This design comes from an exercise in tuning for small area on the open sky130 flow, not from production work.
Function was checked by simulation only, so behaviour that the tests miss may differ from the original.

`config.mk`:
```
export PLATFORM = sky130hd
export DESIGN_NAME = ccm
export DESIGN_NICKNAME = ccm
export VERILOG_FILES = /design/flow/design.v
export SDC_FILE = /design/flow/constraint.sdc
export NUM_CORES = 4
export LEC_CHECK = 0
export CAP_MARGIN = 20
export CORE_MARGIN = 2
export CORE_UTILIZATION = 40
export SLEW_MARGIN = 20
```
`constraint.sdc`:
```
create_clock -name core_clock -period 7.0 [get_ports {clk}]
set_input_delay 1.4000 -clock core_clock [delete_from_list [all_inputs] [get_ports {clk}]]
set_output_delay 1.4000 -clock core_clock [all_outputs]
set_load 0.01 [all_outputs]
```
`design.v`:
```
module dsp_x9(
	output	[17:0]	p,
	input	[8:0]	a,
	input	[8:0]	b,
	input			cea,
	input			ceb,
	input			cepd,
	input			clk,
	input			rstan,
	input			rstbn,
	input			rstpdn
);
reg	signed	[8:0]	ra;
reg	signed	[8:0]	rb;
reg	signed	[17:0]	rp;
always @(posedge clk or negedge rstan)
	if(~rstan)
		ra	<=	9'd0;
	else if(cea)
		ra	<=	a;
always @(posedge clk or negedge rstbn)
	if(~rstbn)
		rb	<=	9'd0;
	else if(ceb)
		rb	<=	b;
always @(posedge clk or negedge rstpdn)
	if(~rstpdn)
		rp	<=	18'd0;
	else if(cepd)
		rp	<=	ra * rb;
assign	p	=	rp;
endmodule
module ccm(
	input			clk,
	input			reset_n,
	input	[8:0]	i_ccm_1m1,	 
	input	[8:0]	i_ccm_1m2,
	input	[8:0]	i_ccm_1m3,
	input	[8:0]	i_ccm_2m1,
	input	[8:0]	i_ccm_2m2,
	input	[8:0]	i_ccm_2m3,
	input	[8:0]	i_ccm_3m1,
	input	[8:0]	i_ccm_3m2,
	input	[8:0]	i_ccm_3m3,
	input	[2:0]	i_video_syn,
	input	[23:0]	i_data,
	output	[2:0]	o_video_sync,
	output	[23:0]	o_data
);
reg			[8:0]	ccm_1m1,ccm_1m2,ccm_1m3,ccm_2m1,ccm_2m2,ccm_2m3,ccm_3m1,ccm_3m2,ccm_3m3;
always @(posedge clk)
	{ccm_1m1,	ccm_1m2,	ccm_1m3,
	ccm_2m1,	ccm_2m2,	ccm_2m3,
	ccm_3m1,	ccm_3m2,	ccm_3m3}	<=	{i_ccm_1m1,		i_ccm_1m2,	i_ccm_1m3,
											i_ccm_2m1,		i_ccm_2m2,	i_ccm_2m3,
											i_ccm_3m1,		i_ccm_3m2,	i_ccm_3m3};
reg		[3:0]		syn_v,syn_h,syn_d;
always @(posedge clk or negedge reset_n)
	if(~reset_n) begin
		syn_v	<=	0;
		syn_h	<=	0;
		syn_d	<=	0;
	end else begin
		syn_v	<=	{syn_v[2:0],	i_video_syn[2]};
		syn_d	<=	{syn_d[2:0],	i_video_syn[1]};
		syn_h	<=	{syn_h[2:0],	i_video_syn[0]};
	end																					
reg		[7:0]	r0,g0,b0;		 
always @(posedge clk)
	{r0,g0,b0}	<=	i_data;		 
wire signed	[17:0]	mul_ccm1_1,mul_ccm1_2,mul_ccm1_3,
				mul_ccm2_1,mul_ccm2_2,mul_ccm2_3,
				mul_ccm3_1,mul_ccm3_2,mul_ccm3_3;
dsp_x9 u_dsp_x9_cmm1_1(
	.p			(mul_ccm1_1		),
	.a			({1'b0,r0}		),
	.b			(ccm_1m1		), 
	.cea		(syn_d[0]		), 
	.ceb		(syn_d[0]		), 
	.cepd		(1'b1			),
	.clk		(clk			), 
	.rstan		(reset_n		), 
	.rstbn		(reset_n		), 
	.rstpdn		(reset_n		) 
);
dsp_x9 u_dsp_x9_cmm1_2(
	.p			(mul_ccm1_2		),
	.a			({1'b0,g0}		),
	.b			(ccm_1m2		), 
	.cea		(syn_d[0]		), 
	.ceb		(syn_d[0]		), 
	.cepd		(1'b1			),
	.clk		(clk			), 
	.rstan		(reset_n		), 
	.rstbn		(reset_n		), 
	.rstpdn		(reset_n		) 
);
dsp_x9 u_dsp_x9_cmm1_3(
	.p			(mul_ccm1_3		),
	.a			({1'b0,b0}		),
	.b			(ccm_1m3		), 
	.cea		(syn_d[0]		), 
	.ceb		(syn_d[0]		), 
	.cepd		(1'b1			),
	.clk		(clk			), 
	.rstan		(reset_n		), 
	.rstbn		(reset_n		), 
	.rstpdn		(reset_n		) 
);
dsp_x9 u_dsp_x9_cmm2_1(
	.p			(mul_ccm2_1		),
	.a			({1'b0,r0}		),
	.b			(ccm_2m1		), 
	.cea		(syn_d[0]		), 
	.ceb		(syn_d[0]		), 
	.cepd		(1'b1			),
	.clk		(clk			), 
	.rstan		(reset_n		), 
	.rstbn		(reset_n		), 
	.rstpdn		(reset_n		) 
);
dsp_x9 u_dsp_x9_cmm2_2(
	.p			(mul_ccm2_2		),
	.a			({1'b0,g0}		),
	.b			(ccm_2m2		), 
	.cea		(syn_d[0]		), 
	.ceb		(syn_d[0]		), 
	.cepd		(1'b1			),
	.clk		(clk			), 
	.rstan		(reset_n		), 
	.rstbn		(reset_n		), 
	.rstpdn		(reset_n		) 
);
dsp_x9 u_dsp_x9_cmm2_3(
	.p			(mul_ccm2_3		),
	.a			({1'b0,b0}		),
	.b			(ccm_2m3		), 
	.cea		(syn_d[0]		), 
	.ceb		(syn_d[0]		), 
	.cepd		(1'b1			),
	.clk		(clk			), 
	.rstan		(reset_n		), 
	.rstbn		(reset_n		), 
	.rstpdn		(reset_n		) 
);
dsp_x9 u_dsp_x9_cmm3_1(
	.p			(mul_ccm3_1		),
	.a			({1'b0,r0}		),
	.b			(ccm_3m1		), 
	.cea		(syn_d[0]		), 
	.ceb		(syn_d[0]		), 
	.cepd		(1'b1			),
	.clk		(clk			), 
	.rstan		(reset_n		), 
	.rstbn		(reset_n		), 
	.rstpdn		(reset_n		) 
);
dsp_x9 u_dsp_x9_cmm3_2(
	.p			(mul_ccm3_2		),
	.a			({1'b0,g0}		),
	.b			(ccm_3m2		), 
	.cea		(syn_d[0]		), 
	.ceb		(syn_d[0]		), 
	.cepd		(1'b1			),
	.clk		(clk			), 
	.rstan		(reset_n		), 
	.rstbn		(reset_n		), 
	.rstpdn		(reset_n		) 
);
dsp_x9 u_dsp_x9_cmm3_3(
	.p			(mul_ccm3_3		),
	.a			({1'b0,b0}		),
	.b			(ccm_3m3		), 
	.cea		(syn_d[0]		), 
	.ceb		(syn_d[0]		), 
	.cepd		(1'b1			),
	.clk		(clk			), 
	.rstan		(reset_n		), 
	.rstbn		(reset_n		), 
	.rstpdn		(reset_n		) 
);
reg			[7:0]	o_r0,	o_g0,	o_b0;
wire signed	[19:0]	o_r0_d,	o_g0_d,	o_b0_d;
assign			o_r0_d	=	mul_ccm1_1 +mul_ccm1_2	+mul_ccm1_3;
assign			o_g0_d	=	mul_ccm2_1 +mul_ccm2_2	+mul_ccm2_3;
assign			o_b0_d	=	mul_ccm3_1 +mul_ccm3_2	+mul_ccm3_3;
always @(posedge clk)
	o_r0		<=	(o_r0_d[19]	==	1'b1		)	?	8'b0:
					(o_r0_d[18:15] != 0			)	?	8'b1111_1111	:o_r0_d[14:7];
always @(posedge clk)
	o_g0		<=	(o_g0_d[19]	==	1'b1		)	?	8'b0:
					(o_g0_d[18:15] != 0			)	?	8'b1111_1111	:o_g0_d[14:7];
always @(posedge clk)
	o_b0		<=	(o_b0_d[19]	==	1'b1		)	?	8'b0:
					(o_b0_d[18:15] != 0			)	?	8'b1111_1111	:o_b0_d[14:7];
assign			o_data			=	{o_r0,	o_g0	,o_b0	};
assign			o_video_sync	=	{syn_v[3],syn_d[3],syn_h[3]};
endmodule
```
`run.sh`:
```
#!/bin/bash
# synth_recipe.tcl (not shown) runs the flow's synth.tcl, then flattens the netlist and writes it again
# the make line also repeats each setting of config.mk as NAME=value (left out here)
make -C /OpenROAD-flow-scripts/flow DESIGN_CONFIG=/design/flow/config.mk WORK_HOME=/design/flow/orfs CLKGATE_MAP_FILE= SYNTH_SCRIPT=/design/flow/synth_recipe.tcl finish
```
==> flow_metrics.py <==
metrics = {
    "synth": {
        "syn_area_per_cell_sq_um": 10.76,
        "synth_warnings": 2,
        "synth_cells": 3346,
        "ys_types": 65,
        "synth_ff_type": "dfrtp_1",
        "async_reset_ff_frac": 0.6838,
        "synth-seq-area-share": 0.2657,
        "synth-seq-cells": 408,
        "syn-cell-area_sq_um": 36000,
        "synth-edff-count": 0,
        "synth_fp_nets": 4425,
    },
    "sta": {
        "slew_viol_final": 0,
        "fmax_mhz": 183.2,
        "fin_crit_sh": 0.7800,
        "period_minus_slack_ps": 5460,
        "setup_viol": 0,
        "fin_skew_ps": 22.94,
        "worst_slew_pin_slew_ps": 1007,
        "finalSetupTns_ps": 0,
        "rsz0062_at_grt": "false",
        "hold_viol": 0,
        "slew_headroom": 0.3287,
        "timing.hold.ws_ps": 344.1,
    },
    "finish": {
        "area_growth_pct": 12.23,
        "fillers": 8320,
        "fin_cells": 4672,
        "final_util": 0.4509,
        "drive_above_1_share": 0.07124,
        "fin_nets": 4532,
    },
    "die": {
        "initial_core_util": 0.4018,
        "die_area_sq_um": 92420,
        "die_w_um": 304,
        "coreArea_sq_um": 89600,
        "ios": 137,
        "die_y_um": 304,
        "num_rows": 110,
    },
    "worst_setup_path": {
        "critPathKind": "reg -> reg",
        "crit_required_ps": 7520,
        "cp-start-kind": "flop",
        "critPathCaptureType": "flop",
        "arrival_ps": 5980,
        "rr_worst_depth": 20,
        "crit_path_max_fanout": 23,
    },
    "run": {
        "maxCapViolCount": 0,
    },
    "clock_tree": {
        "cts.path.max_buffers": 3,
        "h-tree-depth": 2,
        "cts_setup_buffers": 0,
        "numCtsBuffers": 50,
        "post_cts_resized": 0,
        "cts_root_buf": "clkbuf_16",
        "cts_sinks": 408,
        "ctsHoldBuffers": 0,
        "cts_tree": "done",
        "cts.reportedPaths.clkPinSlew_ps": 60,
        "worstSkewPairLatency_ps": 610,
    },
    "placement": {
        "placedCellCount": 4577,
        "port_buffers": 136,
        "hpwl_um": 59560,
        "gp_congestion": 0.8471,
    },
    "min_path": {
        "whs_path_depth": 0,
        "hp-class": "reg -> reg",
    },
    "routing": {
        "postRouteAntennaNets": 0,
        "vias": 22547,
        "drt-initial-drc-count": 1006,
        "drcViolationCount": 0,
        "wl_um": 75690,
        "wl_per_cell_um": 16.20,
        "dr.pass1.iters": 5,
        "viasPerCell": 4.826,
    },
    "global_route": {
        "grt_max_degree": 120,
        "overflow": 0,
        "grt_pass1_wl_um": 128900,
        "antenna_found_initial": 3,
        "gr-usage-all-layers": 0.1729,
        "grt_pass1_vias": 24201,
    },
    "outcome": {
        "outcome": "no timing/DRC/antenna violations",
    },
}
==> path summary, 6_finish.rpt <==
| check | start | endpoint | slack, ps |
|---|---|---|---|
| worst max register to register | u_dsp_x9_cmm1_2.ra[5]$_DFFE_PN0P_ | u_dsp_x9_cmm3_2.rp[15]$_DFF_PN0_ | 1540 |
| worst min register to register | syn_h[1]$_DFF_PN0_ | syn_h[2]$_DFF_PN0_ | 340 |
| max in group asynchronous | reset_n | u_dsp_x9_cmm1_2.rb[8]$_DFFE_PN0P_ | 5020 |
| worst max-delay path | u_dsp_x9_cmm1_2.ra[5]$_DFFE_PN0P_ | u_dsp_x9_cmm3_2.rp[15]$_DFF_PN0_ | 1540 |
| min in group asynchronous | reset_n | syn_d[3]$_DFF_PN0_ | 760 |
| worst min-delay path | syn_h[1]$_DFF_PN0_ | syn_h[2]$_DFF_PN0_ | 340 |
==> logic make-up after synthesis <==
kind of cell	Yosys count	share of synthesized area
AOI/OAI and AO/OA	280	0.05088
adders and majority gates	969	0.4281
xor gates and xnor gates	139	0.03382
muxes	109	0.03403
DFF	408	0.2657
buffers and inverters	559	0.05860
and+or+nand+nor	882	0.1289
==> through the flow <==
stage          area (sq um)  worst slack (ps)
3_3_place_gp          38640              1607
5_1_grt               40400              1124
4_1_cts               40400              1533
3_5_place_dp          38640              1580
6_report              40400              1540
2_1_floorplan         36000              1886
==> layout by cell type, fill, tap and decap left out, drive strengths merged, types with 3 or more instances in the layout <==
cell type / n
buf: 28
o211ai: 18
nand3: 31
nand2: 298
nor2b: 83
xor2: 41
and2: 345
nand3b: 3
xnor2: 98
a311oi: 4
mux2: 107
a31oi: 4
a21o: 28
dfrtp: 279
nor2: 40
o31a: 7
o41ai: 4
clkdlybuf4s50: 135
ha: 531
fa: 438
nand4: 7
clkinv: 15
a211o: 3
or2: 7
o21bai: 8
a41oi: 13
o21a: 21
inv: 457
or3: 8
nand2b: 26
clkbuf: 70
dfxtp: 129
a21oi: 117
o21ai: 33
o31ai: 5
nor3: 24
==> sequential cells by signal, indices dropped and copies added (netlist names), 18 cells and up <==
register and flops:
u_dsp_x9_cmm1_2.rp 18, u_dsp_x9_cmm2_2.rp 18, u_dsp_x9_cmm1_1.rp 18, u_dsp_x9_cmm2_3.rp 18, u_dsp_x9_cmm3_3.rp 18, u_dsp_x9_cmm1_3.rp 18, u_dsp_x9_cmm3_2.rp 18, u_dsp_x9_cmm2_1.rp 18
u_dsp_x9_cmm3_1.rp 18
==> layer usage <==
layer  global-route usage  part of all wire  up-vias
met5                    0                 0        -
met4              0.04431             0.023        0
met3              0.02131             0.032       85
met2               0.2836              0.46      302
met1               0.2428              0.48    11240
li1                     -                 -    10920
==> cell type report <==
type | count | area [sq um] | area share
inverters | 451 | 1693 | 0.04190
diodes | 1 | 2.502 | 0.00006194
clock buffers | 70 | 1565 | 0.03874
repair buffers | 163 | 1582 | 0.03915
clock inverters | 24 | 193.9 | 0.004800
multi-input cells | 2379 | 24330 | 0.6021
well taps | 1176 | 1471 | 0.03642
flip-flops and latches | 408 | 9568 | 0.2368
==> cells in the mapped netlist, types with 21 or more instances <==
library cell / n / area [sq um]
dfxtp_1: 129 / 2582
nor2b_1: 83 / 519.3
nor3_1: 23 / 115.1
o21ai_0: 31 / 155.2
nand2_1: 298 / 1119
inv_1: 451 / 1693
nor2_1: 39 / 146.4
xor2_1: 41 / 359.1
dfrtp_1: 279 / 6982
clkbuf_1: 95 / 356.6
a21oi_1: 116 / 580.6
ha_1: 531 / 6644
and2_1: 344 / 2152
nand2b_1: 26 / 162.7
xnor2_1: 98 / 858.3
mux2_2: 107 / 1205
o21a_1: 21 / 157.7
fa_1: 438 / 8768
nand3_1: 31 / 155.2
a21o_1: 28 / 210.2
==> worst max-delay path: stages (launching register included) <==
cell and delay, ps:
dfrtp_1 880, buf_4 260, nand2_1 70, fa_1 550, inv_1 50, fa_1 450, ha_1 290, inv_1 40
fa_1 480, inv_1 50, ha_1 270, ha_1 220, fa_1 460, a21o_1 170, a21oi_1 210, nor2b_1 90
o211ai_1 160, nand2_1 90, a41oi_1 270, nor2b_1 200, xnor2_1 120

re-timing with driven ports:
Ports are ideal in the flow. The routed layout listed here was re-timed in OpenROAD.
Step 1 (the two cells are an assumption about what drives the block):
set clk [get_ports {clk}]
set_driving_cell -lib_cell sky130_fd_sc_hd__clkbuf_16 $clk
set_driving_cell -lib_cell sky130_fd_sc_hd__buf_2 [delete_from_list [all_inputs] $clk]
Step 2 adds t to the input delays and takes it off the output delays; t is the mean of the earliest and latest rising clock arrival at the registers after step 1. Input paths then give back, and output paths get back, about the clock's delay inside the block.
Three values: ideal ports, drivers, drivers and shift; two values: the first two.
shift t [ns]: 0.660
setup slack, ns: 1.540 / 1.540 / 1.540
slew at the worst register clock pin (ns): 0.07 / 0.07
worst data-port slew with drivers (ns): 0.05
pins driven straight from the clock port: 1
After both steps this run still meets setup and hold. For this run, drivers alone change the setup slack by 0.000 ns; drivers and shift together by 0.000 ns.
